This design comes from an exercise in tuning for small area and a short achievable clock period on the open sky130 flow, not from production work. The RTL was checked by simulation tests, not by an equivalence proof against the original design. The flow treats the clock pin as an ideal source, which a real chip does not have. No activity file was given, so power comes from the tool's default toggle rates.

<file path="design/flow/config.mk">
export PLATFORM = sky130hd
export DESIGN_NAME = parameterized_signed_alu
export DESIGN_NICKNAME = parameterized_signed_alu
export VERILOG_FILES = /design/flow/design.v
export SDC_FILE = /design/flow/constraint.sdc
export NUM_CORES = 4
export LEC_CHECK = 0
export ABC_AREA = 1
export CAP_MARGIN = 20
export CORE_MARGIN = 2
export CORE_UTILIZATION = 70
export SLEW_MARGIN = 20
export SYNTH_HIERARCHICAL = 1
export SYNTH_MINIMUM_KEEP_SIZE = 0
</file>
<file path="design/flow/constraint.sdc">
create_clock -name core_clock -period 85.0 [get_ports {clk}]
set_input_delay 17.0000 -clock core_clock [delete_from_list [all_inputs] [get_ports {clk}]]
set_output_delay 17.0000 -clock core_clock [all_outputs]
set_load 0.01 [all_outputs]
</file>
<file path="design/flow/design.v">
module decoder(
input [1:0]alu_fn,
output arith_enable,cmp_enable,logic_enable,shift_enable
);
assign arith_enable = (alu_fn == 2'b00);
assign logic_enable = (alu_fn == 2'b01);
assign cmp_enable   = (alu_fn == 2'b10);
assign shift_enable = (alu_fn == 2'b11);
endmodule
module alu_fa (input a, input b, input c, output s, output co);
  assign s  = a ^ b ^ c;
  assign co = (a & b) | (a & c) | (b & c);
endmodule
module alu_ha (input a, input b, output s, output co);
  assign s  = a ^ b;
  assign co = a & b;
endmodule
module logic_unit(
input [15:0] A,B,
input [1:0] alu_fn,
output [15:0] y
);
wire [15:0] t = alu_fn[0] ? (A | B) : (A & B);
assign y = t ^ {16{alu_fn[1]}};
endmodule
module cmp_unit(
input ge, diff_zero,
input [1:0] alu_fn,
output [1:0] y
);
wire eq = diff_zero;
wire gt = ge & ~diff_zero;
wire lt = ~ge;
assign y = (alu_fn == 2'b01) ? {1'b0, eq} :
           (alu_fn == 2'b10) ? {gt, 1'b0} :
           (alu_fn == 2'b11) ? {lt, lt}   : 2'b00;
endmodule
module shift_unit(
input [15:0] A,B,
input [1:0] alu_fn,
output [15:0] y
);
wire [15:0] x = alu_fn[1] ? B : A;
assign y = alu_fn[0] ? {x[14:0], 1'b0} : {1'b0, x[15:1]};
endmodule
module parameterized_signed_alu #(parameter in_data_width=16,out_data_width=16,arith_out_data_width=32)(
input signed [in_data_width-1:0]A,B,
input clk,rst,
input [3:0]alu_fn,
output shift_flag,arith_flag,logic_flag,cmp_flag,carry_out,
output [out_data_width-1:0]shift_out,logic_out,cmp_out,
output signed[arith_out_data_width-1:0] arith_out
);
localparam K0 = 6;               
localparam RW = 16 - K0;         
localparam DSW = 1 + 16 + RW + RW + K0;    
localparam WW = (DSW > 32) ? DSW : 32;
wire arith_en = (alu_fn[3:2] == 2'b00);
wire logic_en = (alu_fn[3:2] == 2'b01);
wire cmp_en   = (alu_fn[3:2] == 2'b10);
wire shift_en = (alu_fn[3:2] == 2'b11);
wire [16:0] sum;
wire ge;
wire ad_sub = alu_fn[0] | alu_fn[3];
  wire [16:0] ad_c;
  wire [15:0] ad_bb = B ^ {16{ad_sub}};
  assign ad_c[0] = ad_sub;
  genvar ad_i;
  generate for (ad_i = 0; ad_i < 16; ad_i = ad_i + 1) begin : ad_bt
    alu_fa ad_u_fa (.a(A[ad_i]), .b(ad_bb[ad_i]), .c(ad_c[ad_i]), .s(sum[ad_i]), .co(ad_c[ad_i+1]));
  end endgenerate
  assign sum[16] = A[15] ^ ad_bb[15] ^ ad_c[16];
  assign ge = ad_c[16];
wire [31:0] prod;
  wire [16:0] mu_bx = {B, 1'b0};
  wire [7:0] mu_one, mu_two, mu_neg;
  wire [16:0] mu_pp0;
  wire mu_ppn0 = ~mu_pp0[16];
  wire [16:0] mu_pp1;
  wire mu_ppn1 = ~mu_pp1[16];
  wire [16:0] mu_pp2;
  wire mu_ppn2 = ~mu_pp2[16];
  wire [16:0] mu_pp3;
  wire mu_ppn3 = ~mu_pp3[16];
  wire [16:0] mu_pp4;
  wire mu_ppn4 = ~mu_pp4[16];
  wire [16:0] mu_pp5;
  wire mu_ppn5 = ~mu_pp5[16];
  wire [16:0] mu_pp6;
  wire mu_ppn6 = ~mu_pp6[16];
  wire [16:0] mu_pp7;
  wire mu_ppn7 = ~mu_pp7[16];
  wire [16:0] mu_ax = {A[15], A};
  wire [17:0] mu_ax2 = {A[15], A, 1'b0};
  genvar mu_i;
  generate for (mu_i = 0; mu_i < 8; mu_i = mu_i + 1) begin : mu_enc
    assign mu_one[mu_i] = mu_bx[2*mu_i+1] ^ mu_bx[2*mu_i];
    assign mu_two[mu_i] = (mu_bx[2*mu_i+2] & ~mu_bx[2*mu_i+1] & ~mu_bx[2*mu_i]) | (~mu_bx[2*mu_i+2] & mu_bx[2*mu_i+1] & mu_bx[2*mu_i]);
    assign mu_neg[mu_i] = mu_bx[2*mu_i+2];
  end endgenerate
  assign mu_pp0 = ({17{mu_one[0]}} & mu_ax | {17{mu_two[0]}} & mu_ax2[16:0]) ^ {17{mu_neg[0]}};
  assign mu_pp1 = ({17{mu_one[1]}} & mu_ax | {17{mu_two[1]}} & mu_ax2[16:0]) ^ {17{mu_neg[1]}};
  assign mu_pp2 = ({17{mu_one[2]}} & mu_ax | {17{mu_two[2]}} & mu_ax2[16:0]) ^ {17{mu_neg[2]}};
  assign mu_pp3 = ({17{mu_one[3]}} & mu_ax | {17{mu_two[3]}} & mu_ax2[16:0]) ^ {17{mu_neg[3]}};
  assign mu_pp4 = ({17{mu_one[4]}} & mu_ax | {17{mu_two[4]}} & mu_ax2[16:0]) ^ {17{mu_neg[4]}};
  assign mu_pp5 = ({17{mu_one[5]}} & mu_ax | {17{mu_two[5]}} & mu_ax2[16:0]) ^ {17{mu_neg[5]}};
  assign mu_pp6 = ({17{mu_one[6]}} & mu_ax | {17{mu_two[6]}} & mu_ax2[16:0]) ^ {17{mu_neg[6]}};
  assign mu_pp7 = ({17{mu_one[7]}} & mu_ax | {17{mu_two[7]}} & mu_ax2[16:0]) ^ {17{mu_neg[7]}};
  wire mu_s1, mu_c2;
  alu_ha mu_u_s1 (.a(mu_pp0[10]), .b(mu_pp1[8]), .s(mu_s1), .co(mu_c2));
  wire mu_s3, mu_c4;
  alu_ha mu_u_s3 (.a(mu_pp0[11]), .b(mu_pp1[9]), .s(mu_s3), .co(mu_c4));
  wire mu_s5, mu_c6;
  alu_fa mu_u_s5 (.a(mu_pp0[12]), .b(mu_pp1[10]), .c(mu_pp2[8]), .s(mu_s5), .co(mu_c6));
  wire mu_s7, mu_c8;
  alu_ha mu_u_s7 (.a(mu_pp3[6]), .b(mu_pp4[4]), .s(mu_s7), .co(mu_c8));
  wire mu_s9, mu_c10;
  alu_fa mu_u_s9 (.a(mu_pp0[13]), .b(mu_pp1[11]), .c(mu_pp2[9]), .s(mu_s9), .co(mu_c10));
  wire mu_s11, mu_c12;
  alu_ha mu_u_s11 (.a(mu_pp3[7]), .b(mu_pp4[5]), .s(mu_s11), .co(mu_c12));
  wire mu_s13, mu_c14;
  alu_fa mu_u_s13 (.a(mu_pp0[14]), .b(mu_pp1[12]), .c(mu_pp2[10]), .s(mu_s13), .co(mu_c14));
  wire mu_s15, mu_c16;
  alu_fa mu_u_s15 (.a(mu_pp3[8]), .b(mu_pp4[6]), .c(mu_pp5[4]), .s(mu_s15), .co(mu_c16));
  wire mu_s17, mu_c18;
  alu_ha mu_u_s17 (.a(mu_pp6[2]), .b(mu_pp7[0]), .s(mu_s17), .co(mu_c18));
  wire mu_s19, mu_c20;
  alu_fa mu_u_s19 (.a(mu_pp0[15]), .b(mu_pp1[13]), .c(mu_pp2[11]), .s(mu_s19), .co(mu_c20));
  wire mu_s21, mu_c22;
  alu_fa mu_u_s21 (.a(mu_pp3[9]), .b(mu_pp4[7]), .c(mu_pp5[5]), .s(mu_s21), .co(mu_c22));
  wire mu_s23, mu_c24;
  alu_ha mu_u_s23 (.a(mu_pp6[3]), .b(mu_pp7[1]), .s(mu_s23), .co(mu_c24));
  wire mu_s25, mu_c26;
  alu_fa mu_u_s25 (.a(mu_ppn0), .b(mu_pp1[14]), .c(mu_pp2[12]), .s(mu_s25), .co(mu_c26));
  wire mu_s27, mu_c28;
  alu_fa mu_u_s27 (.a(mu_pp3[10]), .b(mu_pp4[8]), .c(mu_pp5[6]), .s(mu_s27), .co(mu_c28));
  wire mu_s29, mu_c30;
  alu_ha mu_u_s29 (.a(mu_pp6[4]), .b(~mu_pp7[2]), .s(mu_s29), .co(mu_c30));
  wire mu_s31, mu_c32;
  alu_fa mu_u_s31 (.a(mu_pp1[15]), .b(mu_pp2[13]), .c(mu_pp3[11]), .s(mu_s31), .co(mu_c32));
  wire mu_s33, mu_c34;
  alu_fa mu_u_s33 (.a(mu_pp4[9]), .b(mu_pp5[7]), .c(mu_pp6[5]), .s(mu_s33), .co(mu_c34));
  wire mu_s35, mu_c36;
  alu_ha mu_u_s35 (.a(mu_pp7[3]), .b(~mu_pp7[2]), .s(mu_s35), .co(mu_c36));
  wire mu_s37, mu_c38;
  alu_fa mu_u_s37 (.a(mu_ppn1), .b(mu_pp2[14]), .c(mu_pp3[12]), .s(mu_s37), .co(mu_c38));
  wire mu_s39, mu_c40;
  alu_fa mu_u_s39 (.a(mu_pp4[10]), .b(mu_pp5[8]), .c(mu_pp6[6]), .s(mu_s39), .co(mu_c40));
  wire mu_s41, mu_c42;
  alu_ha mu_u_s41 (.a(mu_pp7[4]), .b(mu_pp7[2]), .s(mu_s41), .co(mu_c42));
  wire mu_s43, mu_c44;
  alu_fa mu_u_s43 (.a(mu_pp2[15]), .b(mu_pp3[13]), .c(mu_pp4[11]), .s(mu_s43), .co(mu_c44));
  wire mu_s45, mu_c46;
  alu_ha mu_u_s45 (.a(mu_pp5[9]), .b(mu_pp6[7]), .s(mu_s45), .co(mu_c46));
  wire mu_s47, mu_c48;
  alu_fa mu_u_s47 (.a(mu_ppn2), .b(mu_pp3[14]), .c(mu_pp4[12]), .s(mu_s47), .co(mu_c48));
  wire mu_s49, mu_c50;
  alu_ha mu_u_s49 (.a(mu_pp5[10]), .b(mu_pp6[8]), .s(mu_s49), .co(mu_c50));
  wire mu_s51, mu_c52;
  alu_ha mu_u_s51 (.a(mu_pp3[15]), .b(mu_pp4[13]), .s(mu_s51), .co(mu_c52));
  wire mu_s53, mu_c54;
  alu_ha mu_u_s53 (.a(mu_ppn3), .b(mu_pp4[14]), .s(mu_s53), .co(mu_c54));
  wire mu_s55, mu_c56;
  alu_ha mu_u_s55 (.a(mu_pp0[6]), .b(mu_pp1[4]), .s(mu_s55), .co(mu_c56));
  wire mu_s57, mu_c58;
  alu_ha mu_u_s57 (.a(mu_pp0[7]), .b(mu_pp1[5]), .s(mu_s57), .co(mu_c58));
  wire mu_s59, mu_c60;
  alu_fa mu_u_s59 (.a(mu_pp0[8]), .b(mu_pp1[6]), .c(mu_pp2[4]), .s(mu_s59), .co(mu_c60));
  wire mu_s61, mu_c62;
  alu_ha mu_u_s61 (.a(mu_pp3[2]), .b(mu_pp4[0]), .s(mu_s61), .co(mu_c62));
  wire mu_s63, mu_c64;
  alu_fa mu_u_s63 (.a(mu_pp0[9]), .b(mu_pp1[7]), .c(mu_pp2[5]), .s(mu_s63), .co(mu_c64));
  wire mu_s65, mu_c66;
  alu_ha mu_u_s65 (.a(mu_pp3[3]), .b(mu_pp4[1]), .s(mu_s65), .co(mu_c66));
  wire mu_s67, mu_c68;
  alu_fa mu_u_s67 (.a(mu_s1), .b(mu_pp2[6]), .c(mu_pp3[4]), .s(mu_s67), .co(mu_c68));
  wire mu_s69, mu_c70;
  alu_fa mu_u_s69 (.a(mu_pp4[2]), .b(mu_pp5[0]), .c(mu_neg[5]), .s(mu_s69), .co(mu_c70));
  wire mu_s71, mu_c72;
  alu_fa mu_u_s71 (.a(mu_s3), .b(mu_pp2[7]), .c(mu_pp3[5]), .s(mu_s71), .co(mu_c72));
  wire mu_s73, mu_c74;
  alu_fa mu_u_s73 (.a(mu_pp4[3]), .b(mu_pp5[1]), .c(mu_c2), .s(mu_s73), .co(mu_c74));
  wire mu_s75, mu_c76;
  alu_fa mu_u_s75 (.a(mu_s5), .b(mu_s7), .c(mu_pp5[2]), .s(mu_s75), .co(mu_c76));
  wire mu_s77, mu_c78;
  alu_fa mu_u_s77 (.a(mu_pp6[0]), .b(mu_neg[6]), .c(mu_c4), .s(mu_s77), .co(mu_c78));
  wire mu_s79, mu_c80;
  alu_fa mu_u_s79 (.a(mu_s9), .b(mu_s11), .c(mu_pp5[3]), .s(mu_s79), .co(mu_c80));
  wire mu_s81, mu_c82;
  alu_fa mu_u_s81 (.a(mu_pp6[1]), .b(mu_c6), .c(mu_c8), .s(mu_s81), .co(mu_c82));
  wire mu_s83, mu_c84;
  alu_fa mu_u_s83 (.a(mu_s13), .b(mu_s15), .c(mu_s17), .s(mu_s83), .co(mu_c84));
  wire mu_s85, mu_c86;
  alu_fa mu_u_s85 (.a(mu_neg[7]), .b(mu_c10), .c(mu_c12), .s(mu_s85), .co(mu_c86));
  wire mu_s87, mu_c88;
  alu_fa mu_u_s87 (.a(mu_s19), .b(mu_s21), .c(mu_s23), .s(mu_s87), .co(mu_c88));
  wire mu_s89, mu_c90;
  alu_fa mu_u_s89 (.a(mu_c14), .b(mu_c16), .c(mu_c18), .s(mu_s89), .co(mu_c90));
  wire mu_s91, mu_c92;
  alu_fa mu_u_s91 (.a(mu_s25), .b(mu_s27), .c(mu_s29), .s(mu_s91), .co(mu_c92));
  wire mu_s93, mu_c94;
  alu_fa mu_u_s93 (.a(mu_c20), .b(mu_c22), .c(mu_c24), .s(mu_s93), .co(mu_c94));
  wire mu_s95, mu_c96;
  alu_fa mu_u_s95 (.a(mu_s31), .b(mu_s33), .c(mu_s35), .s(mu_s95), .co(mu_c96));
  wire mu_s97, mu_c98;
  alu_fa mu_u_s97 (.a(mu_c26), .b(mu_c28), .c(mu_c30), .s(mu_s97), .co(mu_c98));
  wire mu_s99, mu_c100;
  alu_fa mu_u_s99 (.a(mu_s37), .b(mu_s39), .c(mu_s41), .s(mu_s99), .co(mu_c100));
  wire mu_s101, mu_c102;
  alu_fa mu_u_s101 (.a(mu_c32), .b(mu_c34), .c(mu_c36), .s(mu_s101), .co(mu_c102));
  wire mu_s103, mu_c104;
  alu_fa mu_u_s103 (.a(mu_s43), .b(mu_s45), .c(~mu_pp7[5]), .s(mu_s103), .co(mu_c104));
  wire mu_s105, mu_c106;
  alu_fa mu_u_s105 (.a(mu_c38), .b(mu_c40), .c(mu_c42), .s(mu_s105), .co(mu_c106));
  wire mu_s107, mu_c108;
  alu_fa mu_u_s107 (.a(mu_s47), .b(mu_s49), .c(mu_pp7[6]), .s(mu_s107), .co(mu_c108));
  wire mu_s109, mu_c110;
  alu_fa mu_u_s109 (.a(mu_pp7[5]), .b(mu_c44), .c(mu_c46), .s(mu_s109), .co(mu_c110));
  wire mu_s111, mu_c112;
  alu_fa mu_u_s111 (.a(mu_s51), .b(mu_pp5[11]), .c(mu_pp6[9]), .s(mu_s111), .co(mu_c112));
  wire mu_s113, mu_c114;
  alu_fa mu_u_s113 (.a(~mu_pp7[7]), .b(mu_c48), .c(mu_c50), .s(mu_s113), .co(mu_c114));
  wire mu_s115, mu_c116;
  alu_fa mu_u_s115 (.a(mu_s53), .b(mu_pp5[12]), .c(mu_pp6[10]), .s(mu_s115), .co(mu_c116));
  wire mu_s117, mu_c118;
  alu_fa mu_u_s117 (.a(mu_pp7[8]), .b(mu_pp7[7]), .c(mu_c52), .s(mu_s117), .co(mu_c118));
  wire mu_s119, mu_c120;
  alu_fa mu_u_s119 (.a(mu_pp4[15]), .b(mu_pp5[13]), .c(mu_pp6[11]), .s(mu_s119), .co(mu_c120));
  wire mu_s121, mu_c122;
  alu_ha mu_u_s121 (.a(~mu_pp7[9]), .b(mu_c54), .s(mu_s121), .co(mu_c122));
  wire mu_s123, mu_c124;
  alu_fa mu_u_s123 (.a(mu_ppn4), .b(mu_pp5[14]), .c(mu_pp6[12]), .s(mu_s123), .co(mu_c124));
  wire mu_s125, mu_c126;
  alu_ha mu_u_s125 (.a(mu_pp7[10]), .b(mu_pp7[9]), .s(mu_s125), .co(mu_c126));
  wire mu_s127, mu_c128;
  alu_ha mu_u_s127 (.a(mu_pp5[15]), .b(mu_pp6[13]), .s(mu_s127), .co(mu_c128));
  wire mu_s129, mu_c130;
  alu_ha mu_u_s129 (.a(mu_ppn5), .b(mu_pp6[14]), .s(mu_s129), .co(mu_c130));
  wire mu_s131, mu_c132;
  alu_ha mu_u_s131 (.a(mu_pp0[4]), .b(mu_pp1[2]), .s(mu_s131), .co(mu_c132));
  wire mu_s133, mu_c134;
  alu_ha mu_u_s133 (.a(mu_pp0[5]), .b(mu_pp1[3]), .s(mu_s133), .co(mu_c134));
  wire mu_s135, mu_c136;
  alu_fa mu_u_s135 (.a(mu_s55), .b(mu_pp2[2]), .c(mu_pp3[0]), .s(mu_s135), .co(mu_c136));
  wire mu_s137, mu_c138;
  alu_fa mu_u_s137 (.a(mu_s57), .b(mu_pp2[3]), .c(mu_pp3[1]), .s(mu_s137), .co(mu_c138));
  wire mu_s139, mu_c140;
  alu_fa mu_u_s139 (.a(mu_s59), .b(mu_s61), .c(mu_neg[4]), .s(mu_s139), .co(mu_c140));
  wire mu_s141, mu_c142;
  alu_fa mu_u_s141 (.a(mu_s63), .b(mu_s65), .c(mu_c60), .s(mu_s141), .co(mu_c142));
  wire mu_s143, mu_c144;
  alu_fa mu_u_s143 (.a(mu_s67), .b(mu_s69), .c(mu_c64), .s(mu_s143), .co(mu_c144));
  wire mu_s145, mu_c146;
  alu_fa mu_u_s145 (.a(mu_s71), .b(mu_s73), .c(mu_c68), .s(mu_s145), .co(mu_c146));
  wire mu_s147, mu_c148;
  alu_fa mu_u_s147 (.a(mu_s75), .b(mu_s77), .c(mu_c72), .s(mu_s147), .co(mu_c148));
  wire mu_s149, mu_c150;
  alu_fa mu_u_s149 (.a(mu_s79), .b(mu_s81), .c(mu_c76), .s(mu_s149), .co(mu_c150));
  wire mu_s151, mu_c152;
  alu_fa mu_u_s151 (.a(mu_s83), .b(mu_s85), .c(mu_c80), .s(mu_s151), .co(mu_c152));
  wire mu_s153, mu_c154;
  alu_fa mu_u_s153 (.a(mu_s87), .b(mu_s89), .c(mu_c84), .s(mu_s153), .co(mu_c154));
  wire mu_s155, mu_c156;
  alu_fa mu_u_s155 (.a(mu_s91), .b(mu_s93), .c(mu_c88), .s(mu_s155), .co(mu_c156));
  wire mu_s157, mu_c158;
  alu_fa mu_u_s157 (.a(mu_s95), .b(mu_s97), .c(mu_c92), .s(mu_s157), .co(mu_c158));
  wire mu_s159, mu_c160;
  alu_fa mu_u_s159 (.a(mu_s99), .b(mu_s101), .c(mu_c96), .s(mu_s159), .co(mu_c160));
  wire mu_s161, mu_c162;
  alu_fa mu_u_s161 (.a(mu_s103), .b(mu_s105), .c(mu_c100), .s(mu_s161), .co(mu_c162));
  wire mu_s163, mu_c164;
  alu_fa mu_u_s163 (.a(mu_s107), .b(mu_s109), .c(mu_c104), .s(mu_s163), .co(mu_c164));
  wire mu_s165, mu_c166;
  alu_fa mu_u_s165 (.a(mu_s111), .b(mu_s113), .c(mu_c108), .s(mu_s165), .co(mu_c166));
  wire mu_s167, mu_c168;
  alu_fa mu_u_s167 (.a(mu_s115), .b(mu_s117), .c(mu_c112), .s(mu_s167), .co(mu_c168));
  wire mu_s169, mu_c170;
  alu_fa mu_u_s169 (.a(mu_s119), .b(mu_s121), .c(mu_c116), .s(mu_s169), .co(mu_c170));
  wire mu_s171, mu_c172;
  alu_fa mu_u_s171 (.a(mu_s123), .b(mu_s125), .c(mu_c120), .s(mu_s171), .co(mu_c172));
  wire mu_s173, mu_c174;
  alu_fa mu_u_s173 (.a(mu_s127), .b(~mu_pp7[11]), .c(mu_c124), .s(mu_s173), .co(mu_c174));
  wire mu_s175, mu_c176;
  alu_fa mu_u_s175 (.a(mu_s129), .b(mu_pp7[12]), .c(mu_pp7[11]), .s(mu_s175), .co(mu_c176));
  wire mu_s177, mu_c178;
  alu_ha mu_u_s177 (.a(mu_pp6[15]), .b(~mu_pp7[13]), .s(mu_s177), .co(mu_c178));
  wire mu_s179, mu_c180;
  alu_ha mu_u_s179 (.a(mu_ppn6), .b(mu_pp7[14]), .s(mu_s179), .co(mu_c180));
  wire mu_s181, mu_c182;
  alu_ha mu_u_s181 (.a(mu_pp0[2]), .b(mu_pp1[0]), .s(mu_s181), .co(mu_c182));
  wire mu_s183, mu_c184;
  alu_ha mu_u_s183 (.a(mu_pp0[3]), .b(mu_pp1[1]), .s(mu_s183), .co(mu_c184));
  wire mu_s185, mu_c186;
  alu_fa mu_u_s185 (.a(mu_s131), .b(mu_pp2[0]), .c(mu_neg[2]), .s(mu_s185), .co(mu_c186));
  wire mu_s187, mu_c188;
  alu_fa mu_u_s187 (.a(mu_s133), .b(mu_pp2[1]), .c(mu_c132), .s(mu_s187), .co(mu_c188));
  wire mu_s189, mu_c190;
  alu_fa mu_u_s189 (.a(mu_s135), .b(mu_neg[3]), .c(mu_c134), .s(mu_s189), .co(mu_c190));
  wire mu_s191, mu_c192;
  alu_fa mu_u_s191 (.a(mu_s137), .b(mu_c56), .c(mu_c136), .s(mu_s191), .co(mu_c192));
  wire mu_s193, mu_c194;
  alu_fa mu_u_s193 (.a(mu_s139), .b(mu_c58), .c(mu_c138), .s(mu_s193), .co(mu_c194));
  wire mu_s195, mu_c196;
  alu_fa mu_u_s195 (.a(mu_s141), .b(mu_c62), .c(mu_c140), .s(mu_s195), .co(mu_c196));
  wire mu_s197, mu_c198;
  alu_fa mu_u_s197 (.a(mu_s143), .b(mu_c66), .c(mu_c142), .s(mu_s197), .co(mu_c198));
  wire mu_s199, mu_c200;
  alu_fa mu_u_s199 (.a(mu_s145), .b(mu_c70), .c(mu_c144), .s(mu_s199), .co(mu_c200));
  wire mu_s201, mu_c202;
  alu_fa mu_u_s201 (.a(mu_s147), .b(mu_c74), .c(mu_c146), .s(mu_s201), .co(mu_c202));
  wire mu_s203, mu_c204;
  alu_fa mu_u_s203 (.a(mu_s149), .b(mu_c78), .c(mu_c148), .s(mu_s203), .co(mu_c204));
  wire mu_s205, mu_c206;
  alu_fa mu_u_s205 (.a(mu_s151), .b(mu_c82), .c(mu_c150), .s(mu_s205), .co(mu_c206));
  wire mu_s207, mu_c208;
  alu_fa mu_u_s207 (.a(mu_s153), .b(mu_c86), .c(mu_c152), .s(mu_s207), .co(mu_c208));
  wire mu_s209, mu_c210;
  alu_fa mu_u_s209 (.a(mu_s155), .b(mu_c90), .c(mu_c154), .s(mu_s209), .co(mu_c210));
  wire mu_s211, mu_c212;
  alu_fa mu_u_s211 (.a(mu_s157), .b(mu_c94), .c(mu_c156), .s(mu_s211), .co(mu_c212));
  wire mu_s213, mu_c214;
  alu_fa mu_u_s213 (.a(mu_s159), .b(mu_c98), .c(mu_c158), .s(mu_s213), .co(mu_c214));
  wire mu_s215, mu_c216;
  alu_fa mu_u_s215 (.a(mu_s161), .b(mu_c102), .c(mu_c160), .s(mu_s215), .co(mu_c216));
  wire mu_s217, mu_c218;
  alu_fa mu_u_s217 (.a(mu_s163), .b(mu_c106), .c(mu_c162), .s(mu_s217), .co(mu_c218));
  wire mu_s219, mu_c220;
  alu_fa mu_u_s219 (.a(mu_s165), .b(mu_c110), .c(mu_c164), .s(mu_s219), .co(mu_c220));
  wire mu_s221, mu_c222;
  alu_fa mu_u_s221 (.a(mu_s167), .b(mu_c114), .c(mu_c166), .s(mu_s221), .co(mu_c222));
  wire mu_s223, mu_c224;
  alu_fa mu_u_s223 (.a(mu_s169), .b(mu_c118), .c(mu_c168), .s(mu_s223), .co(mu_c224));
  wire mu_s225, mu_c226;
  alu_fa mu_u_s225 (.a(mu_s171), .b(mu_c122), .c(mu_c170), .s(mu_s225), .co(mu_c226));
  wire mu_s227, mu_c228;
  alu_fa mu_u_s227 (.a(mu_s173), .b(mu_c126), .c(mu_c172), .s(mu_s227), .co(mu_c228));
  wire mu_s229, mu_c230;
  alu_fa mu_u_s229 (.a(mu_s175), .b(mu_c128), .c(mu_c174), .s(mu_s229), .co(mu_c230));
  wire mu_s231, mu_c232;
  alu_fa mu_u_s231 (.a(mu_s177), .b(mu_c130), .c(mu_c176), .s(mu_s231), .co(mu_c232));
  wire mu_s233, mu_c234;
  alu_fa mu_u_s233 (.a(mu_s179), .b(mu_pp7[13]), .c(mu_c178), .s(mu_s233), .co(mu_c234));
  wire mu_s235, mu_c236;
  alu_ha mu_u_s235 (.a(~mu_pp7[15]), .b(mu_c180), .s(mu_s235), .co(mu_c236));
  wire mu_s237, mu_c238;
  alu_ha mu_u_s237 (.a(mu_ppn7), .b(mu_pp7[15]), .s(mu_s237), .co(mu_c238));
  wire mu_s239, mu_c240;
  alu_ha mu_u_s239 (.a(mu_pp0[0]), .b(mu_neg[0]), .s(mu_s239), .co(mu_c240));
  wire mu_s241, mu_c242;
  alu_ha mu_u_s241 (.a(mu_pp0[1]), .b(mu_c240), .s(mu_s241), .co(mu_c242));
  wire mu_s243, mu_c244;
  alu_fa mu_u_s243 (.a(mu_s181), .b(mu_neg[1]), .c(mu_c242), .s(mu_s243), .co(mu_c244));
  wire mu_s245, mu_c246;
  alu_fa mu_u_s245 (.a(mu_s183), .b(mu_c182), .c(mu_c244), .s(mu_s245), .co(mu_c246));
  wire mu_s247, mu_c248;
  alu_fa mu_u_s247 (.a(mu_s185), .b(mu_c184), .c(mu_c246), .s(mu_s247), .co(mu_c248));
  wire mu_s249, mu_c250;
  alu_fa mu_u_s249 (.a(mu_s187), .b(mu_c186), .c(mu_c248), .s(mu_s249), .co(mu_c250));
  wire mu_s251, mu_c252;
  alu_fa mu_u_s251 (.a(mu_s189), .b(mu_c188), .c(mu_c250), .s(mu_s251), .co(mu_c252));
  wire mu_s253, mu_c254;
  alu_fa mu_u_s253 (.a(mu_s191), .b(mu_c190), .c(mu_c252), .s(mu_s253), .co(mu_c254));
  wire mu_s255, mu_c256;
  alu_fa mu_u_s255 (.a(mu_s193), .b(mu_c192), .c(mu_c254), .s(mu_s255), .co(mu_c256));
  wire mu_s257, mu_c258;
  alu_fa mu_u_s257 (.a(mu_s195), .b(mu_c194), .c(mu_c256), .s(mu_s257), .co(mu_c258));
  wire mu_s259, mu_c260;
  alu_fa mu_u_s259 (.a(mu_s197), .b(mu_c196), .c(mu_c258), .s(mu_s259), .co(mu_c260));
  wire mu_s261, mu_c262;
  alu_fa mu_u_s261 (.a(mu_s199), .b(mu_c198), .c(mu_c260), .s(mu_s261), .co(mu_c262));
  wire mu_s263, mu_c264;
  alu_fa mu_u_s263 (.a(mu_s201), .b(mu_c200), .c(mu_c262), .s(mu_s263), .co(mu_c264));
  wire mu_s265, mu_c266;
  alu_fa mu_u_s265 (.a(mu_s203), .b(mu_c202), .c(mu_c264), .s(mu_s265), .co(mu_c266));
  wire mu_s267, mu_c268;
  alu_fa mu_u_s267 (.a(mu_s205), .b(mu_c204), .c(mu_c266), .s(mu_s267), .co(mu_c268));
  wire mu_s269, mu_c270;
  alu_fa mu_u_s269 (.a(mu_s207), .b(mu_c206), .c(mu_c268), .s(mu_s269), .co(mu_c270));
  wire mu_s271, mu_c272;
  alu_fa mu_u_s271 (.a(mu_s209), .b(mu_c208), .c(mu_c270), .s(mu_s271), .co(mu_c272));
  wire mu_s273, mu_c274;
  alu_fa mu_u_s273 (.a(mu_s211), .b(mu_c210), .c(mu_c272), .s(mu_s273), .co(mu_c274));
  wire mu_s275, mu_c276;
  alu_fa mu_u_s275 (.a(mu_s213), .b(mu_c212), .c(mu_c274), .s(mu_s275), .co(mu_c276));
  wire mu_s277, mu_c278;
  alu_fa mu_u_s277 (.a(mu_s215), .b(mu_c214), .c(mu_c276), .s(mu_s277), .co(mu_c278));
  wire mu_s279, mu_c280;
  alu_fa mu_u_s279 (.a(mu_s217), .b(mu_c216), .c(mu_c278), .s(mu_s279), .co(mu_c280));
  wire mu_s281, mu_c282;
  alu_fa mu_u_s281 (.a(mu_s219), .b(mu_c218), .c(mu_c280), .s(mu_s281), .co(mu_c282));
  wire mu_s283, mu_c284;
  alu_fa mu_u_s283 (.a(mu_s221), .b(mu_c220), .c(mu_c282), .s(mu_s283), .co(mu_c284));
  wire mu_s285, mu_c286;
  alu_fa mu_u_s285 (.a(mu_s223), .b(mu_c222), .c(mu_c284), .s(mu_s285), .co(mu_c286));
  wire mu_s287, mu_c288;
  alu_fa mu_u_s287 (.a(mu_s225), .b(mu_c224), .c(mu_c286), .s(mu_s287), .co(mu_c288));
  wire mu_s289, mu_c290;
  alu_fa mu_u_s289 (.a(mu_s227), .b(mu_c226), .c(mu_c288), .s(mu_s289), .co(mu_c290));
  wire mu_s291, mu_c292;
  alu_fa mu_u_s291 (.a(mu_s229), .b(mu_c228), .c(mu_c290), .s(mu_s291), .co(mu_c292));
  wire mu_s293, mu_c294;
  alu_fa mu_u_s293 (.a(mu_s231), .b(mu_c230), .c(mu_c292), .s(mu_s293), .co(mu_c294));
  wire mu_s295, mu_c296;
  alu_fa mu_u_s295 (.a(mu_s233), .b(mu_c232), .c(mu_c294), .s(mu_s295), .co(mu_c296));
  wire mu_s297, mu_c298;
  alu_fa mu_u_s297 (.a(mu_s235), .b(mu_c234), .c(mu_c296), .s(mu_s297), .co(mu_c298));
  wire mu_s299, mu_c300;
  alu_fa mu_u_s299 (.a(mu_s237), .b(mu_c236), .c(mu_c298), .s(mu_s299), .co(mu_c300));
  assign prod = {(1'b1 ^ mu_c238 ^ mu_c300), mu_s299, mu_s297, mu_s295, mu_s293, mu_s291, mu_s289, mu_s287, mu_s285, mu_s283, mu_s281, mu_s279, mu_s277, mu_s275, mu_s273, mu_s271, mu_s269, mu_s267, mu_s265, mu_s263, mu_s261, mu_s259, mu_s257, mu_s255, mu_s253, mu_s251, mu_s249, mu_s247, mu_s245, mu_s243, mu_s241, mu_s239};
wire [15:0] alo, blo;
assign alo[0] = 1'b0;
assign blo[0] = 1'b0;
genvar gi;
generate for (gi = 1; gi < 16; gi = gi + 1) begin : absg
    assign alo[gi] = alo[gi-1] | A[gi-1];
    assign blo[gi] = blo[gi-1] | B[gi-1];
end endgenerate
wire [15:0] ua = A ^ ({16{A[15]}} & alo);
wire [15:0] ub = B ^ ({16{B[15]}} & blo);
wire [16:0] nzab1;
assign nzab1[16] = 1'b0;
generate for (gi = 15; gi >= 0; gi = gi - 1) begin : nz1g
    assign nzab1[gi] = nzab1[gi+1] | ub[gi];
end endgenerate
wire b_nz = nzab1[0];
wire [15:K0] q1;
wire [RW-1:0] r1;
  wire [15:0] d1_nd = ~ub;
  wire [0:0] d1_x15 = {ua[15]};
  wire [1:0] d1_c15;
  assign d1_c15[0] = 1'b1;
  assign d1_c15[1:1] = (d1_x15 & d1_nd[0:0]) | ((d1_x15 | d1_nd[0:0]) & d1_c15[0:0]);
  assign q1[15] = d1_c15[1] & ~nzab1[1];
  wire [1:0] d1_x14 = {d1_x15 ^ ({1{q1[15]}} & (d1_nd[0:0] ^ d1_c15[0:0])), ua[14]};
  wire [2:0] d1_c14;
  assign d1_c14[0] = 1'b1;
  assign d1_c14[2:1] = (d1_x14 & d1_nd[1:0]) | ((d1_x14 | d1_nd[1:0]) & d1_c14[1:0]);
  assign q1[14] = d1_c14[2] & ~nzab1[2];
  wire [2:0] d1_x13 = {d1_x14 ^ ({2{q1[14]}} & (d1_nd[1:0] ^ d1_c14[1:0])), ua[13]};
  wire [3:0] d1_c13;
  assign d1_c13[0] = 1'b1;
  assign d1_c13[3:1] = (d1_x13 & d1_nd[2:0]) | ((d1_x13 | d1_nd[2:0]) & d1_c13[2:0]);
  assign q1[13] = d1_c13[3] & ~nzab1[3];
  wire [3:0] d1_x12 = {d1_x13 ^ ({3{q1[13]}} & (d1_nd[2:0] ^ d1_c13[2:0])), ua[12]};
  wire [4:0] d1_c12;
  assign d1_c12[0] = 1'b1;
  assign d1_c12[4:1] = (d1_x12 & d1_nd[3:0]) | ((d1_x12 | d1_nd[3:0]) & d1_c12[3:0]);
  assign q1[12] = d1_c12[4] & ~nzab1[4];
  wire [4:0] d1_x11 = {d1_x12 ^ ({4{q1[12]}} & (d1_nd[3:0] ^ d1_c12[3:0])), ua[11]};
  wire [5:0] d1_c11;
  assign d1_c11[0] = 1'b1;
  assign d1_c11[5:1] = (d1_x11 & d1_nd[4:0]) | ((d1_x11 | d1_nd[4:0]) & d1_c11[4:0]);
  assign q1[11] = d1_c11[5] & ~nzab1[5];
  wire [5:0] d1_x10 = {d1_x11 ^ ({5{q1[11]}} & (d1_nd[4:0] ^ d1_c11[4:0])), ua[10]};
  wire [6:0] d1_c10;
  assign d1_c10[0] = 1'b1;
  assign d1_c10[6:1] = (d1_x10 & d1_nd[5:0]) | ((d1_x10 | d1_nd[5:0]) & d1_c10[5:0]);
  assign q1[10] = d1_c10[6] & ~nzab1[6];
  wire [6:0] d1_x9 = {d1_x10 ^ ({6{q1[10]}} & (d1_nd[5:0] ^ d1_c10[5:0])), ua[9]};
  wire [7:0] d1_c9;
  assign d1_c9[0] = 1'b1;
  assign d1_c9[7:1] = (d1_x9 & d1_nd[6:0]) | ((d1_x9 | d1_nd[6:0]) & d1_c9[6:0]);
  assign q1[9] = d1_c9[7] & ~nzab1[7];
  wire [7:0] d1_x8 = {d1_x9 ^ ({7{q1[9]}} & (d1_nd[6:0] ^ d1_c9[6:0])), ua[8]};
  wire [8:0] d1_c8;
  assign d1_c8[0] = 1'b1;
  assign d1_c8[8:1] = (d1_x8 & d1_nd[7:0]) | ((d1_x8 | d1_nd[7:0]) & d1_c8[7:0]);
  assign q1[8] = d1_c8[8] & ~nzab1[8];
  wire [8:0] d1_x7 = {d1_x8 ^ ({8{q1[8]}} & (d1_nd[7:0] ^ d1_c8[7:0])), ua[7]};
  wire [9:0] d1_c7;
  assign d1_c7[0] = 1'b1;
  assign d1_c7[9:1] = (d1_x7 & d1_nd[8:0]) | ((d1_x7 | d1_nd[8:0]) & d1_c7[8:0]);
  assign q1[7] = d1_c7[9] & ~nzab1[9];
  wire [9:0] d1_x6 = {d1_x7 ^ ({9{q1[7]}} & (d1_nd[8:0] ^ d1_c7[8:0])), ua[6]};
  wire [10:0] d1_c6;
  assign d1_c6[0] = 1'b1;
  assign d1_c6[10:1] = (d1_x6 & d1_nd[9:0]) | ((d1_x6 | d1_nd[9:0]) & d1_c6[9:0]);
  assign q1[6] = d1_c6[10] & ~nzab1[10];
  assign r1 = d1_x6 ^ ({10{q1[6]}} & (d1_nd[9:0] ^ d1_c6[9:0]));
wire [DSW-1:0] ds = {A[15] ^ B[15], ub, r1, q1, ua[K0-1:0]};
wire [15:0] lres = (alu_fn[0] ? (A | B) : (A & B)) ^ {16{alu_fn[1]}};
wire [15:0] sx = alu_fn[1] ? B : A;
wire [15:0] sres = alu_fn[0] ? {sx[14:0], 1'b0} : {1'b0, sx[15:1]};
wire eq = (sum[15:0] == 16'd0);
wire [1:0] cres = (alu_fn[1:0] == 2'b01) ? {1'b0, eq} :
                  (alu_fn[1:0] == 2'b10) ? {ge & ~eq, 1'b0} :
                  (alu_fn[1:0] == 2'b11) ? {~ge, ~ge} : 2'b00;
reg [31:0] aval;
always @(*) begin
    case (alu_fn[1:0])
        2'b00, 2'b01: aval = {{15{sum[16]}}, sum};
        2'b10:        aval = prod;
        default:      aval = ds[31:0] & {32{b_nz}};
    endcase
end
wire [15:0] olo = alu_fn[3] ? {sres[15:2], (alu_fn[2] ? sres[1:0] : cres)}
                            : (alu_fn[2] ? lres : aval[15:0]);
wire [WW-1:0] w_d;
generate if (WW > 32) begin : wx
    assign w_d = {ds[WW-1:32], aval[31:16], olo};
end else begin : wn
    assign w_d = {aval[31:16], olo};
end endgenerate
wire div_sel = arith_en & (alu_fn[1:0] == 2'b11) & b_nz;
reg [WW-1:0] w;
reg f_an, f_div, f_logic, f_cmp, f_shift;
always @(posedge clk) w <= w_d;
always @(posedge clk, negedge rst) begin
    if (!rst) begin
        f_an <= 1'b0; f_div <= 1'b0; f_logic <= 1'b0; f_cmp <= 1'b0; f_shift <= 1'b0;
    end else begin
        f_an    <= arith_en & ~div_sel;
        f_div   <= div_sel;
        f_logic <= logic_en;
        f_cmp   <= cmp_en;
        f_shift <= shift_en;
    end
end
wire [DSW-1:0] dr = w[DSW-1:0];
wire        d_sgn = dr[DSW-1];
wire [15:0] d_d   = dr[DSW-2 -: 16];
wire [RW-1:0] d_r = dr[2*RW+K0-1 -: RW];
wire [RW-1:0] d_q = dr[RW+K0-1 -: RW];
wire [K0-1:0] d_a = dr[K0-1:0];
wire [16:0] nzab2;
assign nzab2[16] = 1'b0;
generate for (gi = 15; gi >= 0; gi = gi - 1) begin : nz2g
    assign nzab2[gi] = nzab2[gi+1] | d_d[gi];
end endgenerate
wire [K0-1:0] q2;
wire [15:0] d_ax = {{(16-K0){1'b0}}, d_a};
  wire [15:0] d2_nd = ~d_d;
  wire [10:0] d2_x5 = {d_r, d_ax[5]};
  wire [11:0] d2_c5;
  assign d2_c5[0] = 1'b1;
  assign d2_c5[11:1] = (d2_x5 & d2_nd[10:0]) | ((d2_x5 | d2_nd[10:0]) & d2_c5[10:0]);
  assign q2[5] = d2_c5[11] & ~nzab2[11];
  wire [11:0] d2_x4 = {d2_x5 ^ ({11{q2[5]}} & (d2_nd[10:0] ^ d2_c5[10:0])), d_ax[4]};
  wire [12:0] d2_c4;
  assign d2_c4[0] = 1'b1;
  assign d2_c4[12:1] = (d2_x4 & d2_nd[11:0]) | ((d2_x4 | d2_nd[11:0]) & d2_c4[11:0]);
  assign q2[4] = d2_c4[12] & ~nzab2[12];
  wire [12:0] d2_x3 = {d2_x4 ^ ({12{q2[4]}} & (d2_nd[11:0] ^ d2_c4[11:0])), d_ax[3]};
  wire [13:0] d2_c3;
  assign d2_c3[0] = 1'b1;
  assign d2_c3[13:1] = (d2_x3 & d2_nd[12:0]) | ((d2_x3 | d2_nd[12:0]) & d2_c3[12:0]);
  assign q2[3] = d2_c3[13] & ~nzab2[13];
  wire [13:0] d2_x2 = {d2_x3 ^ ({13{q2[3]}} & (d2_nd[12:0] ^ d2_c3[12:0])), d_ax[2]};
  wire [14:0] d2_c2;
  assign d2_c2[0] = 1'b1;
  assign d2_c2[14:1] = (d2_x2 & d2_nd[13:0]) | ((d2_x2 | d2_nd[13:0]) & d2_c2[13:0]);
  assign q2[2] = d2_c2[14] & ~nzab2[14];
  wire [14:0] d2_x1 = {d2_x2 ^ ({14{q2[2]}} & (d2_nd[13:0] ^ d2_c2[13:0])), d_ax[1]};
  wire [15:0] d2_c1;
  assign d2_c1[0] = 1'b1;
  assign d2_c1[15:1] = (d2_x1 & d2_nd[14:0]) | ((d2_x1 | d2_nd[14:0]) & d2_c1[14:0]);
  assign q2[1] = d2_c1[15] & ~nzab2[15];
  wire [15:0] d2_x0 = {d2_x1 ^ ({15{q2[1]}} & (d2_nd[14:0] ^ d2_c1[14:0])), d_ax[0]};
  wire [16:0] d2_c0;
  assign d2_c0[0] = 1'b1;
  assign d2_c0[16:1] = (d2_x0 & d2_nd[15:0]) | ((d2_x0 | d2_nd[15:0]) & d2_c0[15:0]);
  assign q2[0] = d2_c0[16] & ~nzab2[16];
wire [15:0] quo = {d_q, q2};
wire [16:0] qlo;
assign qlo[1] = 1'b0;
generate for (gi = 2; gi < 17; gi = gi + 1) begin : qlog
    assign qlo[gi] = qlo[gi-1] | quo[gi-1];
end endgenerate
wire [31:0] divres;
assign divres[0] = quo[0];
generate for (gi = 1; gi < 16; gi = gi + 1) begin : qfxg
    assign divres[gi] = quo[gi] ^ (d_sgn & (quo[0] | qlo[gi]));
end endgenerate
assign divres[31:16] = {16{d_sgn & (quo[0] | qlo[16])}};
assign arith_out = ({32{f_an}} & w[31:0]) | ({32{f_div}} & divres);
assign carry_out = arith_out[16];
assign arith_flag = f_an | f_div;
assign logic_flag = f_logic;
assign cmp_flag = f_cmp;
assign shift_flag = f_shift;
assign logic_out = {16{f_logic}} & w[15:0];
assign shift_out = {16{f_shift}} & w[15:0];
assign cmp_out = {14'd0, {2{f_cmp}} & w[1:0]};
endmodule
</file>
<file path="design/flow/flow/run.sh">
#!/bin/bash
cp standard.sh standard.sh.txt
export BUFFER_PORTS_ARGS="-buffer_cell sky130_fd_sc_hd__buf_2"
bash standard.sh > standard.log 2>&1
</file>
<file path="design/flow/standard.sh">
#!/bin/bash
# synth_recipe.tcl (not shown) runs the flow's synth.tcl, then flattens the netlist and writes it again
# the make line also repeats each setting of config.mk as NAME=value (left out here)
make -C /OpenROAD-flow-scripts/flow DESIGN_CONFIG=/design/flow/config.mk WORK_HOME=/design/flow/orfs CLKGATE_MAP_FILE= SYNTH_SCRIPT=/design/flow/synth_recipe.tcl "${@:-finish}"
</file>
==> metrics.csv, run 1 <==
stage,metric,value,unit
floorplan,die_h,155,um
power,power_density,39.8,nW/um2
clock_tree,cts_hold_buf,0,
run_status,status,"complete, no violations",
clock_tree,cts_setup_buffers,0,
clock_tree,clk_path_buf_depth,2,
clock_tree,cts_tree,built,
synth,synth_area_per_cell,6.22,um2
synth,yosysMostFrequentCell,nand2_1,
synth,synth-edff-count,0,
placement,port_buffers,108,
route,num_vias,17600,
floorplan,placeableCoreArea,22600,um2
route,drt-pass1-iter-count,7,
synth,ys_seq_elements,48,
placement,dp_cells,2856,
route,wl_per_cell,18.4,um
synth,ys.flop_type,dfxtp_1,
global_routing,grt_pass1_wl,85100,um
synth,synth_cells,2580,
global_routing,grt_pass1_vias,16500,
synth,synth_top_area_share,18.3,%
placement,dp_hpwl,40700,um
layout,final_cell_count_no_fill,2865,
power,ir_worst_vdd,124,uV
placement,place.gp.congestion,1.06,
global_routing,track_usage,43.9,%
synth,seq_area_frac_synth,6.15,%
setup_path,critPathLaunchType,primary input,
route,routed_via_density,6.14,
synth,synth.area.top_cells,"nand2_1 18%, fa_1 17%, xor2_1 14%, nand3_1 8.9%, inv_1 6.5%",
layout,fin_area,16700,um2
timing,timing.fmax,0.0326,GHz
floorplan,fp-row-count,55,
timing,min_period,30.70,ns
synth,synth_top_cells_by_count,"780 x nand2_1, 284 x nand3_1, 278 x inv_1",
power,power_leakage,8.83,nW
route,drcViolationCount,0,
timing,rsz0062_at_grt,no,
timing,fin_tns_setup,0,ns
clock_tree,cts_sinks,48,
setup_path,cp_slowest_cell,buf_2,
route,drt_iter0_markers,2100,
setup_path,cp_common_cell,fa_1,
setup_path,required,85.15,ns
synth,yosysTopAreaCell,nand2_1,
route,routed_wirelength,52800,um
floorplan,die_w,155,um
floorplan,start_util,71.0,%
floorplan,boundaryPins,123,
layout,nets,2785,
setup_path,path_class,primary input to flip-flop,
setup_path,crit_path_end_kind,flip-flop,
clock_tree,root_buffer,clkbuf_16,
layout,n_antenna_cell,0,
timing,worst_pin_slew,1.05,ns
synth,async_reset_ff_share,10.4,%
clock_tree,cts_resized,0,
timing,timing.final.crit_share,36.1,%
setup_path,cpPeakStageDelay,0.51,ns
route,drtAntennaViolNets,0,
clock_tree,clkTransAtPathRegs,0.07,ns
synth,ys_types,51,
global_routing,grt_max_degree,59,
global_routing,antenna_found_initial,1,
timing,whs,16.51,ns
floorplan,die_area,24100,um2
timing,setup_viol,0,
layout,drive_above_1_share,10.2,%
global_routing,gr-total-overflow,0,
timing,finalMaxSlewViolations,0,
job,max-cap-violations,0,
hold_path,hold_class,primary input to async pin,
synth,yosysWarnings,7,
setup_path,crit_path_max_fanout,23,
timing,hold_viol,0,
clock_tree,htree_levels,2,
synth,syn_area,16000,um2
timing,max-slew-margin-rel,29.3,%
layout,syn_to_final_growth,4.00,%
clock_tree,cts_buffers,5,
setup_path,worstPathArrival,30.85,ns
placement,place_area,16500,um2
power,p_total,0.664,mW
## how the worst max path moves through the flow
stage	to	cells after the start	slack (ns)	from
detailed placement	w[31]	39	54.11	B[1]
CTS	w[31]	39	54.39	B[1]
global placement	w[31]	39	54.22	B[1]
floorplan	w[31]	41	54.71	B[0]
finish	w[31]	39	54.30	B[1]
global route	arith_out[16]	99	52.77	w[26]
## metrics by stage
stage | setup slack, ns | utilization (%)
floorplan | 54.71 | -
global placement | 54.22 | 72.9
detailed placement | 54.11 | 72.9
CTS | 54.39 | 73.8
global route | 52.77 | 73.9
finish | 54.30 | 73.9
## where the power goes
group	leakage, nW	total, mW	internal, mW	switching [mW]
combinational	8.31	0.594	0.220	0.373
clock	0.0944	0.0259	0.0170	0.00893
sequential	0.426	0.0439	0.0294	0.0145
## sequential cells by signal, summed over array words and instances, names as in the netlist
register,count
w,43
f_cmp,1
f_div,1
f_logic,1
f_an,1
f_shift,1
## Yosys stat by module, one instance, submodules excluded
module | flops+latches | cells | times used
parameterized_signed_alu | 48 | 2414 | 1
alu_fa | 0 | 1 | 135
alu_ha | 0 | 1 | 31
## cell families (layout without fill, tap and decap cells)
group           after synthesis  after routing  synth area share (%)
flops                        48             48                  6.15
other cells                   1             14                0.0234
fa+ha+maj                   168            168                  19.4
xor+xnor                    274            274                  15.0
simple gates               1313           1313                  36.5
buf+inv                     474            461                  11.8
compound gates              302            302                  11.2
## metal layers
layer / global-route usage (%) / share of wire (%) / wire, um
met1: 57.0 / 39 / 20500
met2: 70.7 / 45 / 23600
met3: 8.41 / 11 / 5650
met4: 21.0 / 5.8 / 3070
met5: 0 / 0.025 / 13
## layout by cell type, fill, tap and decap left out, types with 33 or more instances in the layout
cell,synthesis,layout
buf_2,12,108
a21oi_1,53,53
o21ai_0,62,62
ha_1,33,33
nand2_1,780,780
xor2_1,262,262
o22ai_1,123,123
dfxtp_1,43,43
nand2_2,43,43
nor2_1,108,107
inv_1,278,278
fa_1,135,135
nand3_1,284,284
## worst max-delay path: cells and delay by family
kind | cells | cell delay [ns]
AO/OA/AOI/OAI | 1 | 0.08
XOR/XNOR | 2 | 0.32
adder cells (fa/ha/maj) | 30 | 11.89
buffers and inverters | 2 | 0.78
AND/OR/NAND/NOR | 4 | 0.74
## area by class of cell
type | instances | area (um2)
Multi-Input combinational cell | 2071 | 13200
Fill cell | 1956 | 5900
Inverter | 323 | 1210
Sequential cell | 48 | 987
Timing Repair Buffer | 130 | 706
Tap cell | 285 | 357
Clock buffer | 5 | 125
Clock inverter | 3 | 68.8
==> run 2, diff against run 1 <==
==> design/flow/flow/run.sh (replaced) <==
#!/bin/bash
export BUFFER_PORTS_ARGS="-buffer_cell sky130_fd_sc_hd__buf_2"
export PRE_CTS_TCL="$PWD/flow/tighten.tcl"
export TIGHT_PERIOD=29.0
bash standard.sh > standard.log 2>&1
==> design/flow/flow/tighten.tcl (new file) <==
# Runs at the start of the CTS step (PRE_CTS_TCL), on the placed design.
# Repair setup timing against a clock of TIGHT_PERIOD ns (same input/output delays),
# legalize, then restore the step's own constraints (the design's clock period).
set sdc_in $::env(RESULTS_DIR)/3_place.sdc
set f [open $sdc_in r]
set txt [read $f]
close $f
regsub -all -- {-period\s+[0-9.]+} $txt "-period $::env(TIGHT_PERIOD)" tight
set tight_sdc $::env(OBJECTS_DIR)/tight_clock.sdc
set f [open $tight_sdc w]
puts $f $tight
close $f

set_dont_use $::env(DONT_USE_CELLS)
read_sdc $tight_sdc
estimate_parasitics -placement
puts "tighten: worst slack at $::env(TIGHT_PERIOD) ns before repair: [sta::worst_slack_cmd max]"
repair_timing -setup -repair_tns 100 -verbose
detailed_placement
estimate_parasitics -placement
puts "tighten: worst slack at $::env(TIGHT_PERIOD) ns after repair: [sta::worst_slack_cmd max]"
read_sdc $sdc_in
puts "tighten: constraints restored from $sdc_in, worst slack [sta::worst_slack_cmd max]"
==> run 2 against run 1 <==
  * Critical path depth is 58 higher
  * Area after synthesis stayed put
  * Cell count is 2.8% higher
  * Synthesized cell count stayed put
  * Clock power is 5% lower
  * Still clean
  * Count of clock-buffer cells in the layout is 1 higher
  * Die area stayed put
  * Critical path type is now flip-flop to primary output
==> metrics.csv, run 2 <==
stage,metric,value,unit,change
run_status,status,"complete, no violations",,
floorplan,start_util,71.0,%,unchanged
timing,hold_viol,0,,unchanged
route,drt-pass1-iter-count,6,,-1
route,drtAntennaViolNets,0,,unchanged
clock_tree,cts_buffers,5,,unchanged
setup_path,critPathLaunchType,flip-flop,,
layout,largest_register,w,,
timing,worst_pin_slew,0.906,ns,-0.147 ns
layout,multi_input_area,13500,um2,+2.0%
synth,ys_seq_elements,48,,unchanged
global_routing,grt_max_degree,59,,unchanged
timing,timing.fmax,0.0338,GHz,+3.6%
synth,ys_types,51,,unchanged
power,seqPwrFrac,6.3,%,-0.3 points
layout,nets,2865,,+2.9%
layout,fillers,1791,,-8.4%
power,internal-power,0.296,mW,+11%
timing,finalMaxSlewViolations,0,,unchanged
synth,seq_area_frac_synth,6.15,%,unchanged
timing,rsz0062_at_grt,no,,
floorplan,fp-row-count,55,,unchanged
power,p_clk_share,3.5,%,-0.4 points
power,power_leakage,9.25,nW,+4.8%
setup_path,crit_path_max_fanout,14,,-39%
synth,synth_top_area_share,18.3,%,unchanged
global_routing,gr-total-overflow,0,,unchanged
clock_tree,cts_sinks,48,,unchanged
global_routing,track_usage,47.1,%,+3.2 points
setup_path,path_class,flip-flop to primary output,,
power,ir_worst_vdd,147,uV,+19%
timing,whs,16.51,ns,+0.00120 ns
job,max-cap-violations,0,,unchanged
synth,syn_area,16000,um2,unchanged
placement,port_buffers,108,,unchanged
clock_tree,cts_tree,built,,
hold_path,hold_class,primary input to async pin,,
layout,layout_commonest_cell,nand2_1,,
floorplan,placeableCoreArea,22600,um2,unchanged
setup_path,cpPeakStageDelay,0.44,ns,-0.07 ns
synth,synth.area.top_cells,"nand2_1 18%, fa_1 17%, xor2_1 14%, nand3_1 8.9%, inv_1 6.5%",,
route,routed_via_density,6.20,,+1.0%
layout,largest_reg_flops,43,,unchanged
route,routed_wirelength,57000,um,+7.9%
synth,synth-edff-count,0,,unchanged
timing,max-slew-margin-rel,39.6,%,+10 points
placement,place_area,16500,um2,unchanged
timing,fin_tns_setup,0,ns,unchanged
route,drcViolationCount,0,,unchanged
synth,synth_cells,2580,,unchanged
floorplan,boundaryPins,123,,unchanged
synth,synth_top_cells_by_count,"780 x nand2_1, 284 x nand3_1, 278 x inv_1",,
route,num_vias,18300,,+3.9%
synth,ys.flop_type,dfxtp_1,,
placement,dp_hpwl,40700,um,unchanged
setup_path,worstPathArrival,12.63,ns,-18.22 ns
synth,yosysTopAreaCell,nand2_1,,
synth,yosysWarnings,7,,unchanged
power,combPwrFrac,90.2,%,+0.7 points
placement,place.gp.congestion,1.06,,unchanged
setup_path,required,68.00,ns,-17.15 ns
layout,drive_above_1_share,15.7,%,+5.5 points
setup_path,crit_path_end_kind,primary output,,
floorplan,die_h,155,um,unchanged
layout,seqCellArea,1000,um2,+1.6%
synth,async_reset_ff_share,10.4,%,unchanged
placement,dp_cells,2856,,unchanged
power,power_density,40.1,nW/um2,+0.84%
setup_path,cp_common_cell,nand3_1,,
global_routing,antenna_found_initial,3,,+2
setup_path,cp_slowest_cell,dfxtp_2,,
layout,final_cell_count_no_fill,2946,,+2.8%
route,wl_per_cell,19.3,um,+4.9%
synth,synth_area_per_cell,6.22,um2,unchanged
timing,setup_viol,0,,unchanged
timing,timing.final.crit_share,34.9,%,-1.3 points
layout,final_cell_mix,"772 x nand2_1, 278 x nand3_1, 272 x inv_1",,
layout,syn_to_final_growth,10.5,%,
floorplan,die_w,155,um,unchanged
global_routing,grt_pass1_wl,90600,um,+6.5%
clock_tree,clkTransAtPathRegs,0.07,ns,about the same
global_routing,grt_pass1_vias,17600,,+6.4%
power,p_sw_share,58.4,%,-1.4 points
synth,yosysMostFrequentCell,nand2_1,,
timing,min_period,29.63,ns,-1.08 ns
clock_tree,cts_hold_buf,0,,unchanged
floorplan,die_area,24100,um2,unchanged
layout,fin_area,17700,um2,+6.3%
route,drt_iter0_markers,2373,,+13%
power,netSwitchingPower,0.416,mW,+4.7%
[run 2: how the worst max path moves through the flow]
stage / start / cells after the start / end / slack (ns)
global placement: B[1] / 39 / w[31] / 54.22
CTS: w[29] / 92 / carry_out / 55.63
finish: w[5] / 97 / carry_out / 55.37
global route: w[26] / 95 / arith_out[16] / 53.95
detailed placement: B[1] / 39 / w[31] / 54.11
floorplan: B[0] / 41 / w[31] / 54.71
[run 2: logic make-up (layout without fill, tap and decap cells)]
kind of cell | count (synthesis) | in the layout | synth area share, %
AOI/OAI and AO/OA | 302 | 302 | 11.2
xor gates and xnor gates | 274 | 274 | 15.0
adders and majority gates | 168 | 168 | 19.4
buffers and inverters | 474 | 540 | 11.8
DFF | 48 | 48 | 6.15
other | 1 | 15 | 0.0234
and+or+nand+nor | 1313 | 1314 | 36.5
[run 2: routing by layer]
metal  track usage, %  part of all wire [%]  up-vias  wire length (um)
met1             58.1                    36     8288             20700
met4             26.5                   7.1        2              4050
met3             12.8                    13      331              7270
met5                0                 0.023        -                13
met2             74.8                    44     1277             24900
li1                 -                     -     8367                 -
[run 2: critical path: cells and delay by family (launching register included)]
| kind | cells | cell delay [ns] |
|---|---|---|
| simple gates | 83 | 9.94 |
| buf+inv | 11 | 1.36 |
| xor+xnor | 3 | 0.55 |
| flops | 1 | 0.44 |
[run 2: power groups by stage]
stage / sequential (mW) / combinational [mW] / clock (mW)
3_3_place_gp: 0.0435 / 0.557 / 0
2_1_floorplan: 0.0348 / 0.380 / 0
5_1_grt: 0.0461 / 0.685 / 0.0256
3_5_place_dp: 0.0436 / 0.567 / 0
4_1_cts: 0.0441 / 0.608 / 0.0246
6_report: 0.0450 / 0.642 / 0.0246
[run 2: timing repair]
item,4_1_cts,5_1_grt
buffers inserted,76,0
endpoints found under the hold margin,0,0
gates resized for setup,114,0
endpoints found under the setup margin,39,0
[run 2: layout make-up]
cell class / count / area share (%)
inverter: 323 / 7.14
sequential: 48 / 5.66
multi-input combinational: 2072 / 76.1
tap: 285 / 2.01
antenna: 1 / 0.0141
clock buffer: 6 / 0.847
timing repair buffer: 209 / 8.05
clock inverter: 2 / 0.219
[run 2: metrics by stage]
stage	setup WS, ns	total power [mW]	util, %
floorplan	54.71	0.415	-
global placement	54.22	0.601	72.9
detailed placement	54.11	0.610	72.9
CTS	55.63	0.677	78.5
global route	53.95	0.756	78.5
finish	55.37	0.711	78.5
[run 2: Yosys stat by module (local to each module, per instance)]
module / copies in the design / flip-flops and latches / cell area [um2]
alu_fa: 135 / 0 / 20.0
parameterized_signed_alu: 1 / 48 / 12900
alu_ha: 31 / 0 / 12.5
==> run 3, diff against run 2 <==
==> design/flow/flow/run.sh (replaced) <==
#!/bin/bash
export BUFFER_PORTS_ARGS="-buffer_cell sky130_fd_sc_hd__buf_2"
export PRE_CTS_TCL="$PWD/flow/tighten.tcl"
export TIGHT_PERIOD=30.5
bash standard.sh > standard.log 2>&1
==> run 3 against run 2 <==
  * Largest power group unchanged
  * Hold slack worse by 0.0040 ns
  * Critical path depth is 4 lower
  * Cell count is 2.8% lower
  * Maximum frequency is 3.4% lower
  * Sequential power is 2% lower
  * Die area stayed put
  * Core utilization is 4.6 points lower
  * Critical endpoint unchanged
  * Sequential share of layout area is 0.25 points higher
  * Area after synthesis stayed put
  * Non-clock buffer count is 80 lower
  * Design area is 5.8% lower
==> metrics.csv, run 3 <==
stage,metric,value,unit,change
timing,timing.final.crit_share,36.1,%,+1.2 points
timing,max-slew-margin-rel,29.1,%,-11 points
route,wl_per_cell,18.4,um,-4.8%
placement,dp_cells,2856,,unchanged
power,p_total,0.664,mW,-6.7%
setup_path,cp_top_family,simple AND/OR/NAND/NOR gates,,
synth,yosysMostFrequentCell,nand2_1,,
floorplan,die_area,24100,um2,unchanged
floorplan,fp-row-count,55,,unchanged
layout,final_cell_mix,"778 x nand2_1, 284 x nand3_1, 278 x inv_1",,
placement,dp_hpwl,40700,um,unchanged
global_routing,grt_max_degree,59,,unchanged
setup_path,critPathLaunchType,flip-flop,,
route,drtAntennaViolNets,0,,unchanged
timing,rsz0062_at_grt,no,,
setup_path,path_depth,93,,-4.1%
layout,largest_reg_flops,43,,unchanged
floorplan,die_h,155,um,unchanged
layout,final_cell_count_no_fill,2864,,-2.8%
synth,synth_cells,2580,,unchanged
timing,hold_viol,0,,unchanged
run_status,status,"complete, no violations",,
placement,port_buffers,108,,unchanged
global_routing,grt_pass1_wl,85200,um,-5.9%
setup_path,cp_slowest_cell,dfxtp_1,,
setup_path,startpoint,w[26],,
timing,setup_viol,0,,unchanged
job,max-cap-violations,0,,unchanged
setup_path,crit_buf_inv,9,,-2
synth,yosysTopAreaCell,nand2_1,,
global_routing,gr-total-overflow,0,,unchanged
layout,largest_register,w,,
floorplan,start_util,71.0,%,unchanged
synth,synth_top_area_share,18.3,%,unchanged
setup_path,endpoint,carry_out,,
route,routed_via_density,6.12,,-1.3%
route,drt_iter0_markers,2334,,-1.6%
layout,n_antenna_cell,0,,-1
synth,ys_seq_elements,48,,unchanged
power,power_density,39.8,nW/um2,-0.88%
route,drcViolationCount,0,,unchanged
synth,synth_area_per_cell,6.22,um2,unchanged
floorplan,die_w,155,um,unchanged
synth,synth_top_cells_by_count,"780 x nand2_1, 284 x nand3_1, 278 x inv_1",,
synth,ys_types,51,,unchanged
setup_path,crit_path_max_fanout,22,,+8
layout,layout_commonest_cell,nand2_1,,
synth,seq_area_frac_synth,6.15,%,unchanged
setup_path,cpPeakStageDelay,0.79,ns,+0.35 ns
setup_path,worstPathArrival,13.68,ns,+1.05 ns
global_routing,grt_pass1_vias,16500,,-6.0%
timing,min_period,30.68,ns,+1.05 ns
clock_tree,cts_tree,built,,
floorplan,placeableCoreArea,22600,um2,unchanged
power,ir_worst_vdd,127,uV,-14%
synth,synth.area.top_cells,"nand2_1 18%, fa_1 17%, xor2_1 14%, nand3_1 8.9%, inv_1 6.5%",,
synth,ys.flop_type,dfxtp_1,,
layout,fillers,1963,,+9.6%
global_routing,antenna_found_initial,3,,unchanged
timing,finalMaxSlewViolations,0,,unchanged
timing,worst_pin_slew,1.06,ns,+0.151 ns
synth,syn_area,16000,um2,unchanged
clock_tree,clkTransAtPathRegs,0.07,ns,about the same
placement,dp_slack,54.11,ns,unchanged
route,num_vias,17500,,-4.1%
timing,fin_ws,54.32,ns,-1.05 ns
layout,syn_to_final_growth,4.08,%,
layout,nets,2784,,-2.8%
hold_path,hold_class,primary input to async pin,,
setup_path,required,68.00,ns,about the same
clock_tree,cts_buffers,5,,unchanged
setup_path,cp_common_cell,nand3_1,,
setup_path,path_class,flip-flop to primary output,,
route,drt-pass1-iter-count,7,,+1
placement,place.gp.congestion,1.06,,unchanged
clock_tree,cts_sinks,48,,unchanged
synth,synth-edff-count,0,,unchanged
synth,async_reset_ff_share,10.4,%,unchanged
synth,yosysWarnings,7,,unchanged
setup_path,crit_path_end_kind,primary output,,
power,power_leakage,8.82,nW,-4.7%
timing,fin_tns_setup,0,ns,unchanged
route,routed_wirelength,52700,um,-7.4%
floorplan,boundaryPins,123,,unchanged
timing,timing.fmax,0.0326,GHz,-3.4%
global_routing,track_usage,43.9,%,-3.2 points
layout,drive_above_1_share,10.4,%,-5.4 points
==> run 3: timing repair <==
action	4_1_cts	5_1_grt
hold buffers	0	0
buffers inserted	0	0
gates resized for setup	7	0
setup endpoints to repair	2	0
==> run 3: metal layers <==
layer | part of all wire, % | global-route usage, %
met4 | 5.8 | 20.9
met5 | 0.049 | 0
met1 | 38 | 56.7
met3 | 12 | 9.50
met2 | 44 | 70.4
==> run 3: Yosys stat by module (local to each module, per instance) <==
module / flip-flops and latches / cell area, um2 / cells inside / times used
alu_ha: 0 / 12.5 / 1 / 31
parameterized_signed_alu: 48 / 12900 / 2414 / 1
alu_fa: 0 / 20.0 / 1 / 135
==> run 3: report_power, final <==
part | switching (mW) | leakage, nW | internal (mW)
Sequential | 0.0145 | 0.426 | 0.0294
Clock | 0.00896 | 0.0944 | 0.0170
Combinational | 0.374 | 8.30 | 0.220
==> run 3: how the worst min path moves through the flow <==
stage	slack, ns	startpoint	end	cells after the start
after global placement	16.82	rst	f_logic	1
after floorplan	16.70	rst	f_an	0
after CTS	16.51	rst	f_shift	1
final	16.51	rst	f_shift	1
after detailed placement	16.82	rst	f_shift	1
after global routing	16.51	rst	f_logic	1
==> run 3: area by class of cell <==
| cell class | count | area, um2 | share of cell area, % |
|---|---|---|---|
| sequential | 48 | 987 | 5.91 |
| multi-input combinational | 2071 | 13200 | 79.3 |
| inverter | 323 | 1220 | 7.31 |
| timing repair buffer | 129 | 703 | 4.21 |
| clock buffer | 5 | 125 | 0.750 |
| clock inverter | 3 | 68.8 | 0.412 |
| tap | 285 | 357 | 2.14 |
==> run 3: cells by family after synthesis <==
group / share of synthesized area, %
AND/OR/NAND/NOR: 36.5
buffers and inverters: 11.8
AO/OA/AOI/OAI: 11.2
XOR/XNOR: 15.0
adder cells (fa/ha/maj): 19.4
flip-flops: 6.15
other: 0.0234
==> run 3: per-stage QoR <==
step | instance area [um2] | util [%] | hold WS (ns)
after floorplan | 16100 | - | 16.70
after global placement | 16500 | 72.9 | 16.82
after detailed placement | 16500 | 72.9 | 16.82
after CTS | 16700 | 73.9 | 16.51
after global routing | 16700 | 73.9 | 16.51
final | 16700 | 73.9 | 16.51

==> separate check: timing with driven ports <==
No port has a modelled driver above. Below, the same layouts with a new extraction and two added sets of constraints. Step 1 assumes that a clkbuf_16 drives the clock port and a buf_2 every other input. Step 2, shift: input delay + t, output delay - t, t = (earliest + latest rising clock arrival at the registers) / 2. This alone moves slack from input paths to output paths. Slacks: no drivers / after step 1 / after step 2; pairs: no drivers / after step 1.
| run | shift t [ns] | setup slack, ns | worst setup path after step 2 | slew at the worst register clock pin (ns) | worst data-port slew with drivers (ns) |
|---|---|---|---|---|---|
| run 1 | 0.328 | 54.298 / 54.301 / 53.987 | input to register | 0.07 / 0.07 | 0.08 |
| run 2 | 0.326 | 55.374 / 55.335 / 55.120 | input to register | 0.07 / 0.07 | 0.15 |
| run 3 | 0.334 | 54.321 / 54.278 / 54.399 | input to register | 0.07 / 0.07 | 0.08 |
After both steps setup and hold are still met in every run listed. The setup slack of run 1, which loses most, moves by +0.003 ns with the drivers and by -0.311 ns with both steps.
